What follows belongs to an exercise in optimizing a design on an open flow for small area, a short achievable clock period and few clock cycles; a production flow would make more cautious choices.
RTL that was checked went through simulation tests only; none was proved equivalent to the original.
Power and IR drop assume default switching activity.

==> flow/design.v <==
`timescale 1ns / 1ps
module cpu(
    input             Clk,
    input             Reset_N,
    output     [15:0] i_address,
    input      [15:0] i_data,
    output reg        d_readM,
    output reg        d_writeM,
    output     [15:0] d_address,
    output     [15:0] d_wdata,
    input      [15:0] d_rdata,
    output reg [15:0] num_inst,
    output reg [15:0] output_port,
    output reg        is_halted
);
    reg [15:0] pc;
    reg [15:0] r0, r1, r2, r3;
    reg        ex_v;           
    reg [15:0] ex_a;           
    reg [15:0] ex_y;           
    reg        ex_cin;         
    reg [15:0] ex_alt;         
    reg        ex_pt;          
    reg        ex_br;          
    reg [1:0]  ex_bop;         
    reg [6:0]  ex_sel;         
    reg        ex_wen;         
    reg        ex_ld;          
    reg        ex_st;          
    reg        ex_wwd;         
    reg        ex_hlt;         
    reg        ex_fwd;         
    reg [1:0]  ex_dst;
    reg        mem_wen;
    reg [1:0]  mem_dst;
    reg        mem_ld;
    reg [15:0] mem_res;        
    reg [15:0] mem_wd;         
    assign i_address = pc;
    assign d_address = mem_res;
    assign d_wdata   = mem_wd;
    wire [15:0] mem_val = mem_ld ? d_rdata : mem_res;
    function [15:0] rf;
        input [1:0] a;
        case (a)
            2'd0: rf = r0;
            2'd1: rf = r1;
            2'd2: rf = r2;
            default: rf = r3;
        endcase
    endfunction
    wire [16:0] s_g0 = {ex_a & ex_y, ex_cin};
    wire [16:0] s_p0 = {ex_a ^ ex_y, 1'b0};
    wire [16:0] s_g1 = s_g0 | (s_p0 & {s_g0[15:0], 1'b0});
    wire [16:0] s_p1 = s_p0 & {s_p0[15:0], 1'b0};
    wire [16:0] s_g2 = s_g1 | (s_p1 & {s_g1[14:0], 2'b0});
    wire [16:0] s_p2 = s_p1 & {s_p1[14:0], 2'b0};
    wire [16:0] s_g3 = s_g2 | (s_p2 & {s_g2[12:0], 4'b0});
    wire [16:0] s_p3 = s_p2 & {s_p2[12:0], 4'b0};
    wire [16:0] s_g4 = s_g3 | (s_p3 & {s_g3[8:0], 8'b0});
    wire [15:0] sum  = s_p0[16:1] ^ s_g4[15:0];
    wire [15:0] res = ({16{ex_sel[0]}} & sum) |
                      ({16{ex_sel[1]}} & (ex_a & ex_y)) |
                      ({16{ex_sel[2]}} & (ex_a | ex_y)) |
                      ({16{ex_sel[3]}} & ~ex_a) |
                      ({16{ex_sel[4]}} & {ex_a[14:0], 1'b0}) |
                      ({16{ex_sel[5]}} & {ex_a[15], ex_a[15:1]}) |
                      ({16{ex_sel[6]}} & ex_alt);
    reg cond;
    always @(*) begin
        case (ex_bop)
            2'd0: cond = ex_a != ex_y;
            2'd1: cond = ex_a == ex_y;
            2'd2: cond = !ex_a[15] && ex_a != 16'h0000;
            default: cond = ex_a[15];
        endcase
    end
    wire flush = ex_br && (cond != ex_pt);
    wire [3:0]  iop  = i_data[15:12];
    wire [1:0]  irs  = i_data[11:10];
    wire [1:0]  irt  = i_data[9:8];
    wire [5:0]  ifn  = i_data[5:0];
    wire [7:0]  imm  = i_data[7:0];
    wire [15:0] pc1  = pc + 16'd1;
    wire i_r    = iop == 4'd15;
    wire i_br   = iop[3:2] == 2'b00;
    wire i_jmp  = iop == 4'd9 || iop == 4'd10;
    wire i_jal  = iop == 4'd10;
    wire i_jr   = i_r && (ifn == 6'd25 || ifn == 6'd26);
    wire i_jrl  = i_r && ifn == 6'd26;
    wire i_alu  = i_r && ifn[5:3] == 3'd0;
    wire i_tcp  = i_alu && ifn[2:0] == 3'd5;
    wire i_sub  = i_alu && ifn[2:0] == 3'd1;
    wire i_adi  = iop == 4'd4;
    wire i_ori  = iop == 4'd5;
    wire i_lhi  = iop == 4'd6;
    wire i_ld   = iop == 4'd7;
    wire i_st   = iop == 4'd8;
    wire [7:0]  k_x  = pc1[7:0];
    wire [7:0]  k_g0 = k_x & imm;
    wire [7:0]  k_p0 = k_x | imm;
    wire        k_gb = (k_x[1] & imm[1]) | ((k_x[1] & k_x[0]) & imm[0]) |
                       ((imm[1] & k_x[0]) & imm[0]);
    wire [7:0]  k_g1 = {k_g0[7:2] | (k_p0[7:2] & k_g0[6:1]), k_gb, k_g0[0]};
    wire [7:0]  k_p1 = k_p0 & {k_p0[6:0], 1'b0};
    wire [7:0]  k_g2 = k_g1 | (k_p1 & {k_g1[5:0], 2'b0});
    wire [7:0]  k_p2 = k_p1 & {k_p1[5:0], 2'b0};
    wire [7:0]  k_g3 = k_g2 | (k_p2 & {k_g2[3:0], 4'b0});
    wire [7:0]  t_lo = k_x ^ (imm ^ {k_g3[6:0], 1'b0});
    wire        t_c8 = k_g3[7];
    wire [7:0]  hi_p = pc1[15:8] + 8'd1;
    wire [7:0]  hi_m = pc1[15:8] - 8'd1;
    wire [7:0]  hi_0 = imm[7] ? hi_m : pc1[15:8];    
    wire [7:0]  hi_1 = imm[7] ? pc1[15:8] : hi_p;    
    wire [7:0]  t_hi = ({8{t_c8}} & hi_1) | ({8{~t_c8}} & hi_0);
    wire [15:0] i_tgt = {t_hi, t_lo};
    wire        i_req = irs == irt;
    reg         i_bt;
    always @(*) begin
        case (iop[1:0])
            2'd0: i_bt = imm[7] || !i_req;
            2'd1: i_bt = imm[7] || i_req;
            2'd2: i_bt = 1'b1;
            default: i_bt = imm[7];
        endcase
        i_bt = i_bt && i_br;
    end
    wire i_use_rs = !(i_lhi || i_jmp);
    wire i_use_rt = (i_alu && ifn[2:1] == 2'd0) || (i_alu && ifn[2:1] == 2'd1) ||
                    i_st || iop == 4'd0 || iop == 4'd1;
    wire i_wen = i_adi || i_ori || i_lhi || i_ld || i_jal || i_alu || i_jrl;
    wire [1:0] i_dst = (i_jal || i_jrl) ? 2'd2 : i_r ? i_data[7:6] : irt;
    wire ex_w    = ex_v && ex_wen;
    wire hit_rs  = ex_w && ex_dst == irs;
    wire hit_b   = ex_w && ex_dst == irt;
    wire ld_wait = ex_ld && ((i_use_rs && ex_dst == irs) || (i_use_rt && ex_dst == irt));
    wire jr_wait = i_jr && hit_rs && !ex_fwd;
    wire stall   = ld_wait || jr_wait;
    wire [15:0] a_base = (mem_wen && mem_dst == irs) ? mem_val : rf(irs);
    wire [15:0] b_base = (mem_wen && mem_dst == irt) ? mem_val : rf(irt);
    wire [15:0] a_val  = hit_rs ? res : a_base;
    wire [15:0] b_val  = hit_b ? res : b_base;
    wire [15:0] i_rsv  = a_val;
    wire        a_zero = i_tcp || i_lhi;
    wire        y_inv  = i_sub || i_tcp;
    wire        y_reg  = i_r || i_br;
    reg  [15:0] y_imm;
    always @(*) begin
        case (iop[1:0])
            2'd1:    y_imm = {8'h00, imm};            
            2'd2:    y_imm = {imm, 8'h00};            
            default: y_imm = {{8{imm[7]}}, imm};      
        endcase
    end
    reg [15:0] npc;
    always @(*) begin
        if (flush)      npc = ex_alt;
        else if (stall) npc = pc;
        else if (i_jmp) npc = {pc1[15:12], i_data[11:0]};
        else if (i_bt)  npc = i_tgt;
        else if (i_jr)  npc = i_rsv;
        else            npc = pc1;
    end
    wire go = !flush && !stall;
    always @(posedge Clk or negedge Reset_N) begin
        if (!Reset_N) begin
            pc          <= 16'h0000;
            r0 <= 16'h0000; r1 <= 16'h0000; r2 <= 16'h0000; r3 <= 16'h0000;
            ex_v        <= 1'b0;
            ex_wen      <= 1'b0;
            ex_ld       <= 1'b0;
            ex_st       <= 1'b0;
            ex_br       <= 1'b0;
            ex_wwd      <= 1'b0;
            ex_hlt      <= 1'b0;
            mem_wen     <= 1'b0;
            mem_ld      <= 1'b0;
            d_readM     <= 1'b0;
            d_writeM    <= 1'b0;
            num_inst    <= 16'h0000;
            output_port <= 16'h0000;
            is_halted   <= 1'b0;
        end else begin
            pc <= npc;
            ex_v   <= go;
            ex_wen <= go && i_wen;
            ex_ld  <= go && i_ld;
            ex_st  <= go && i_st;
            ex_br  <= go && i_br;
            ex_wwd <= go && i_r && ifn == 6'd28;
            ex_hlt <= go && i_r && ifn == 6'd29;
            mem_wen  <= ex_w;
            mem_ld   <= ex_ld;
            d_readM  <= ex_ld;
            d_writeM <= ex_st;
            if (mem_wen) begin
                case (mem_dst)
                    2'd0: r0 <= mem_val;
                    2'd1: r1 <= mem_val;
                    2'd2: r2 <= mem_val;
                    default: r3 <= mem_val;
                endcase
            end
            if (ex_v) num_inst <= num_inst + 16'd1;
            if (ex_wwd) output_port <= ex_a;
            if (ex_hlt) is_halted <= 1'b1;
        end
    end
    always @(posedge Clk) begin
        ex_a    <= a_val & {16{~a_zero}};
        ex_y    <= (i_tcp ? a_val : y_reg ? b_val : y_imm) ^ {16{y_inv}};
        ex_cin  <= y_inv;
        ex_alt  <= i_st ? b_val : (i_bt || !i_br) ? pc1 : i_tgt;
        ex_pt   <= i_bt;
        ex_bop  <= iop[1:0];
        ex_sel  <= {i_jal || i_jrl,
                    i_alu && ifn[2:0] == 3'd7,
                    i_alu && ifn[2:0] == 3'd6,
                    i_alu && ifn[2:0] == 3'd4,
                    (i_alu && ifn[2:0] == 3'd3) || i_ori || i_lhi,
                    i_alu && ifn[2:0] == 3'd2,
                    (i_alu && (ifn[2:0] == 3'd0 || ifn[2:0] == 3'd1 || ifn[2:0] == 3'd5)) ||
                    i_adi || i_ld || i_st};
        ex_fwd  <= i_ori || i_lhi;
        ex_dst  <= i_dst;
        mem_dst <= ex_dst;
        mem_res <= res;
        mem_wd  <= ex_alt;
    end
endmodule
export LEC_CHECK = 0
export ABC_AREA = 1
export CAP_MARGIN = 20
export CORE_MARGIN = 2
export CORE_UTILIZATION = 40
export SETUP_SLACK_MARGIN = 5
export SLEW_MARGIN = 20
create_clock -name core_clock -period 8.0 [get_ports {Clk}]
standard.sh (not shown) runs the stock make flow with config.mk's settings and CLKGATE_MAP_FILE= SYNTH_SCRIPT=/design/flow/synth_recipe.tcl, a recipe that flattens the netlist after the stock synthesis.
==> flow/flow/run.sh <==
#!/bin/bash
# The standard layout (standard.sh), with the port buffers that global
# placement inserts made from the second-smallest plain buffer; timing repair
# resizes them where needed.
set -euo pipefail
bash standard.sh "BUFFER_PORTS_ARGS=-buffer_cell sky130_fd_sc_hd__buf_2" finish > standard_flow.log 2>&1
Testbench counts at the start, summed over its fixed seeds: cycles 315,823.
Then changed:
--- a/flow/design.v
+++ b/flow/design.v
@@ -39,8 +39,32 @@
     assign i_address = pc;
     assign d_address = mem_res;
     assign d_wdata   = mem_wd;
     wire [15:0] mem_val = mem_ld ? d_rdata : mem_res;
+    function [15:0] inc16;
+        input [15:0] x;
+        integer i;
+        begin
+            for (i = 0; i < 16; i = i + 1)
+                inc16[i] = x[i] ^ (&(x | ({16{1'b1}} << i)));
+        end
+    endfunction
+    function [7:0] inc8;
+        input [7:0] x;
+        integer i;
+        begin
+            for (i = 0; i < 8; i = i + 1)
+                inc8[i] = x[i] ^ (&(x | ({8{1'b1}} << i)));
+        end
+    endfunction
+    function [7:0] dec8;
+        input [7:0] x;
+        integer i;
+        begin
+            for (i = 0; i < 8; i = i + 1)
+                dec8[i] = x[i] ^ ~(|(x & ~({8{1'b1}} << i)));
+        end
+    endfunction
     function [15:0] rf;
         input [1:0] a;
         case (a)
             2'd0: rf = r0;
@@ -80,9 +104,9 @@
     wire [1:0]  irs  = i_data[11:10];
     wire [1:0]  irt  = i_data[9:8];
     wire [5:0]  ifn  = i_data[5:0];
     wire [7:0]  imm  = i_data[7:0];
-    wire [15:0] pc1  = pc + 16'd1;
+    wire [15:0] pc1  = inc16(pc);
     wire i_r    = iop == 4'd15;
     wire i_br   = iop[3:2] == 2'b00;
     wire i_jmp  = iop == 4'd9 || iop == 4'd10;
     wire i_jal  = iop == 4'd10;
@@ -107,10 +131,10 @@
     wire [7:0]  k_p2 = k_p1 & {k_p1[5:0], 2'b0};
     wire [7:0]  k_g3 = k_g2 | (k_p2 & {k_g2[3:0], 4'b0});
     wire [7:0]  t_lo = k_x ^ (imm ^ {k_g3[6:0], 1'b0});
     wire        t_c8 = k_g3[7];
-    wire [7:0]  hi_p = pc1[15:8] + 8'd1;
-    wire [7:0]  hi_m = pc1[15:8] - 8'd1;
+    wire [7:0]  hi_p = inc8(pc1[15:8]);
+    wire [7:0]  hi_m = dec8(pc1[15:8]);
     wire [7:0]  hi_0 = imm[7] ? hi_m : pc1[15:8];    
     wire [7:0]  hi_1 = imm[7] ? pc1[15:8] : hi_p;    
     wire [7:0]  t_hi = ({8{t_c8}} & hi_1) | ({8{~t_c8}} & hi_0);
     wire [15:0] i_tgt = {t_hi, t_lo};
@@ -200,9 +224,9 @@
                     2'd2: r2 <= mem_val;
                     default: r3 <= mem_val;
                 endcase
             end
-            if (ex_v) num_inst <= num_inst + 16'd1;
+            if (ex_v) num_inst <= inc16(num_inst);
             if (ex_wwd) output_port <= ex_a;
             if (ex_hlt) is_halted <= 1'b1;
         end
     end
The changed run passed the timing, DRC and antenna checks.
Via count came out lower by a few percent.
Routed wire length came out lower by a few percent.
Cell area came out lower slightly.
Utilization came out lower by 0.38 points.
Final cell count stays flat.
Combinational power came out lower slightly.
Global-route usage came out lower by 1.5 points.
For the second run of this note, only the layout was checked, not whether the RTL still works.

RTL: the design.v shown in full above, as it stands there.
==> flow/config.mk <==
export PLATFORM = sky130hd
export DESIGN_NAME = cpu
export DESIGN_NICKNAME = cpu
export VERILOG_FILES = /design/flow/design.v
export SDC_FILE = /design/flow/constraint.sdc
export NUM_CORES = 4
export LEC_CHECK = 0
export ABC_AREA = 1
export CAP_MARGIN = 20
export CORE_MARGIN = 2
export CORE_UTILIZATION = 40
export SETUP_SLACK_MARGIN = 5
export SLEW_MARGIN = 20
==> flow/constraint.sdc <==
create_clock -name core_clock -period 8.0 [get_ports {Clk}]
set_input_delay 1.6000 -clock core_clock [delete_from_list [all_inputs] [get_ports {Clk}]]
set_output_delay 1.6000 -clock core_clock [all_outputs]
set_load 0.01 [all_outputs]
run.sh (not shown) runs the stock make flow with config.mk's settings and CLKGATE_MAP_FILE= SYNTH_SCRIPT=/design/flow/synth_recipe.tcl, a recipe that flattens the netlist after the stock synthesis.
Stock flow here: none of the scripts above is used.
Testbench counts at the start, summed over its fixed seeds: cycles 315,823.
Edit:
--- a/flow/design.v
+++ b/flow/design.v
@@ -19,4 +19,5 @@
     reg [15:0] ex_a;           
     reg [15:0] ex_y;           
+    reg [15:0] ex_b;           
     reg        ex_cin;         
     reg [15:0] ex_alt;         
@@ -24,5 +25,5 @@
     reg        ex_br;          
     reg [1:0]  ex_bop;         
-    reg [6:0]  ex_sel;         
+    reg [5:0]  ex_sel;         
     reg        ex_wen;         
     reg        ex_ld;          
@@ -65,6 +66,5 @@
                       ({16{ex_sel[3]}} & ~ex_a) |
                       ({16{ex_sel[4]}} & {ex_a[14:0], 1'b0}) |
-                      ({16{ex_sel[5]}} & {ex_a[15], ex_a[15:1]}) |
-                      ({16{ex_sel[6]}} & ex_alt);
+                      ({16{ex_sel[5]}} & {ex_a[15], ex_a[15:1]});
     reg cond;
     always @(*) begin
@@ -133,23 +133,21 @@
     wire ex_w    = ex_v && ex_wen;
     wire hit_rs  = ex_w && ex_dst == irs;
-    wire hit_b   = ex_w && ex_dst == irt;
+    wire [1:0] i_srcb = i_tcp ? irs : irt;       
+    wire hit_b   = ex_w && ex_dst == i_srcb;
     wire ld_wait = ex_ld && ((i_use_rs && ex_dst == irs) || (i_use_rt && ex_dst == irt));
     wire jr_wait = i_jr && hit_rs && !ex_fwd;
     wire stall   = ld_wait || jr_wait;
     wire [15:0] a_base = (mem_wen && mem_dst == irs) ? mem_val : rf(irs);
-    wire [15:0] b_base = (mem_wen && mem_dst == irt) ? mem_val : rf(irt);
-    wire [15:0] a_val  = hit_rs ? res : a_base;
-    wire [15:0] b_val  = hit_b ? res : b_base;
-    wire [15:0] i_rsv  = a_val;
-    wire        a_zero = i_tcp || i_lhi;
+    wire [15:0] b_base = (mem_wen && mem_dst == i_srcb) ? mem_val : rf(i_srcb);
+    wire [15:0] i_rsv  = hit_rs ? res : a_base;
+    wire        a_zero = i_tcp || i_lhi || i_jal || i_jrl;
     wire        y_inv  = i_sub || i_tcp;
-    wire        y_reg  = i_r || i_br;
+    wire        y_reg  = i_alu || i_br;
     reg  [15:0] y_imm;
     always @(*) begin
-        case (iop[1:0])
-            2'd1:    y_imm = {8'h00, imm};            
-            2'd2:    y_imm = {imm, 8'h00};            
-            default: y_imm = {{8{imm[7]}}, imm};      
-        endcase
+        if (i_ori)             y_imm = {8'h00, imm};
+        else if (i_lhi)        y_imm = {imm, 8'h00};
+        else if (i_jal || i_jrl) y_imm = pc1;
+        else                   y_imm = {{8{imm[7]}}, imm};
     end
     reg [15:0] npc;
@@ -208,15 +206,16 @@
     end
     always @(posedge Clk) begin
-        ex_a    <= a_val & {16{~a_zero}};
-        ex_y    <= (i_tcp ? a_val : y_reg ? b_val : y_imm) ^ {16{y_inv}};
+        ex_a    <= a_zero ? 16'h0000 : hit_rs ? res : a_base;
+        ex_y    <= !y_reg ? y_imm :
+                   hit_b  ? (res ^ {16{y_inv}}) : (b_base ^ {16{y_inv}});
+        ex_b    <= hit_b ? res : b_base;
         ex_cin  <= y_inv;
-        ex_alt  <= i_st ? b_val : (i_bt || !i_br) ? pc1 : i_tgt;
+        ex_alt  <= (i_bt || !i_br) ? pc1 : i_tgt;
         ex_pt   <= i_bt;
         ex_bop  <= iop[1:0];
-        ex_sel  <= {i_jal || i_jrl,
-                    i_alu && ifn[2:0] == 3'd7,
+        ex_sel  <= {i_alu && ifn[2:0] == 3'd7,
                     i_alu && ifn[2:0] == 3'd6,
                     i_alu && ifn[2:0] == 3'd4,
-                    (i_alu && ifn[2:0] == 3'd3) || i_ori || i_lhi,
+                    (i_alu && ifn[2:0] == 3'd3) || i_ori || i_lhi || i_jal || i_jrl,
                     i_alu && ifn[2:0] == 3'd2,
                     (i_alu && (ifn[2:0] == 3'd0 || ifn[2:0] == 3'd1 || ifn[2:0] == 3'd5)) ||
@@ -226,5 +225,5 @@
         mem_dst <= ex_dst;
         mem_res <= res;
-        mem_wd  <= ex_alt;
+        mem_wd  <= ex_b;
     end
 endmodule
Final cell count shrinks by 0.42%.
Hold slack got worse by 79 ps.
Wire length shrinks by 8.0%.
Combinational power shrinks by 11%.
Clock skew goes up by 17 ps.
Synthesized cell count shrinks by 1.2%.
Total power shrinks by 4.8%.
Non-clock buffer count falls by 5.
Flip-flop and latch count climbs by 15.
For the second run of this note, only the layout was checked, not whether the RTL still works.

[re-timing with driven ports]
No port has a modelled driver above. Below, the same layouts with a new extraction and two added sets of constraints. Step 1 sets driving cells, clkbuf_16 on the clock port and buf_2 on the other inputs (assumed; they add their load-dependent delay and slew). Step 2 also shifts input and output timing later by t, the mid clock arrival at the registers, as if the neighbouring blocks saw the same clock. Slacks: ideal / step 1 / step 2; pairs: ideal / step 1.
run | shift t [ns] | slack for setup (ns) | worst setup path at the end | clock arrival spread, ns | worst register clock-pin slew, ns
the first run of note 1 | 0.595 | 4.998 / 5.022 / 4.429 | input to register | 0.026 / 0.026 | 0.07 / 0.07
the second run of note 1 | 0.586 | 4.956 / 4.986 / 4.400 | input to register | 0.029 / 0.028 | 0.08 / 0.08
the first run of note 2 | 0.595 | 5.028 / 4.979 / 4.452 | input to register | 0.016 / 0.015 | 0.07 / 0.07
the second run of note 2 | 0.618 | 4.876 / 4.861 / 4.243 | input to register | 0.032 / 0.032 | 0.07 / 0.07
After both steps every run listed still meets setup and hold. For the second run of note 2, which loses most, drivers alone change the setup slack by -0.015 ns; drivers and shift together by -0.633 ns.
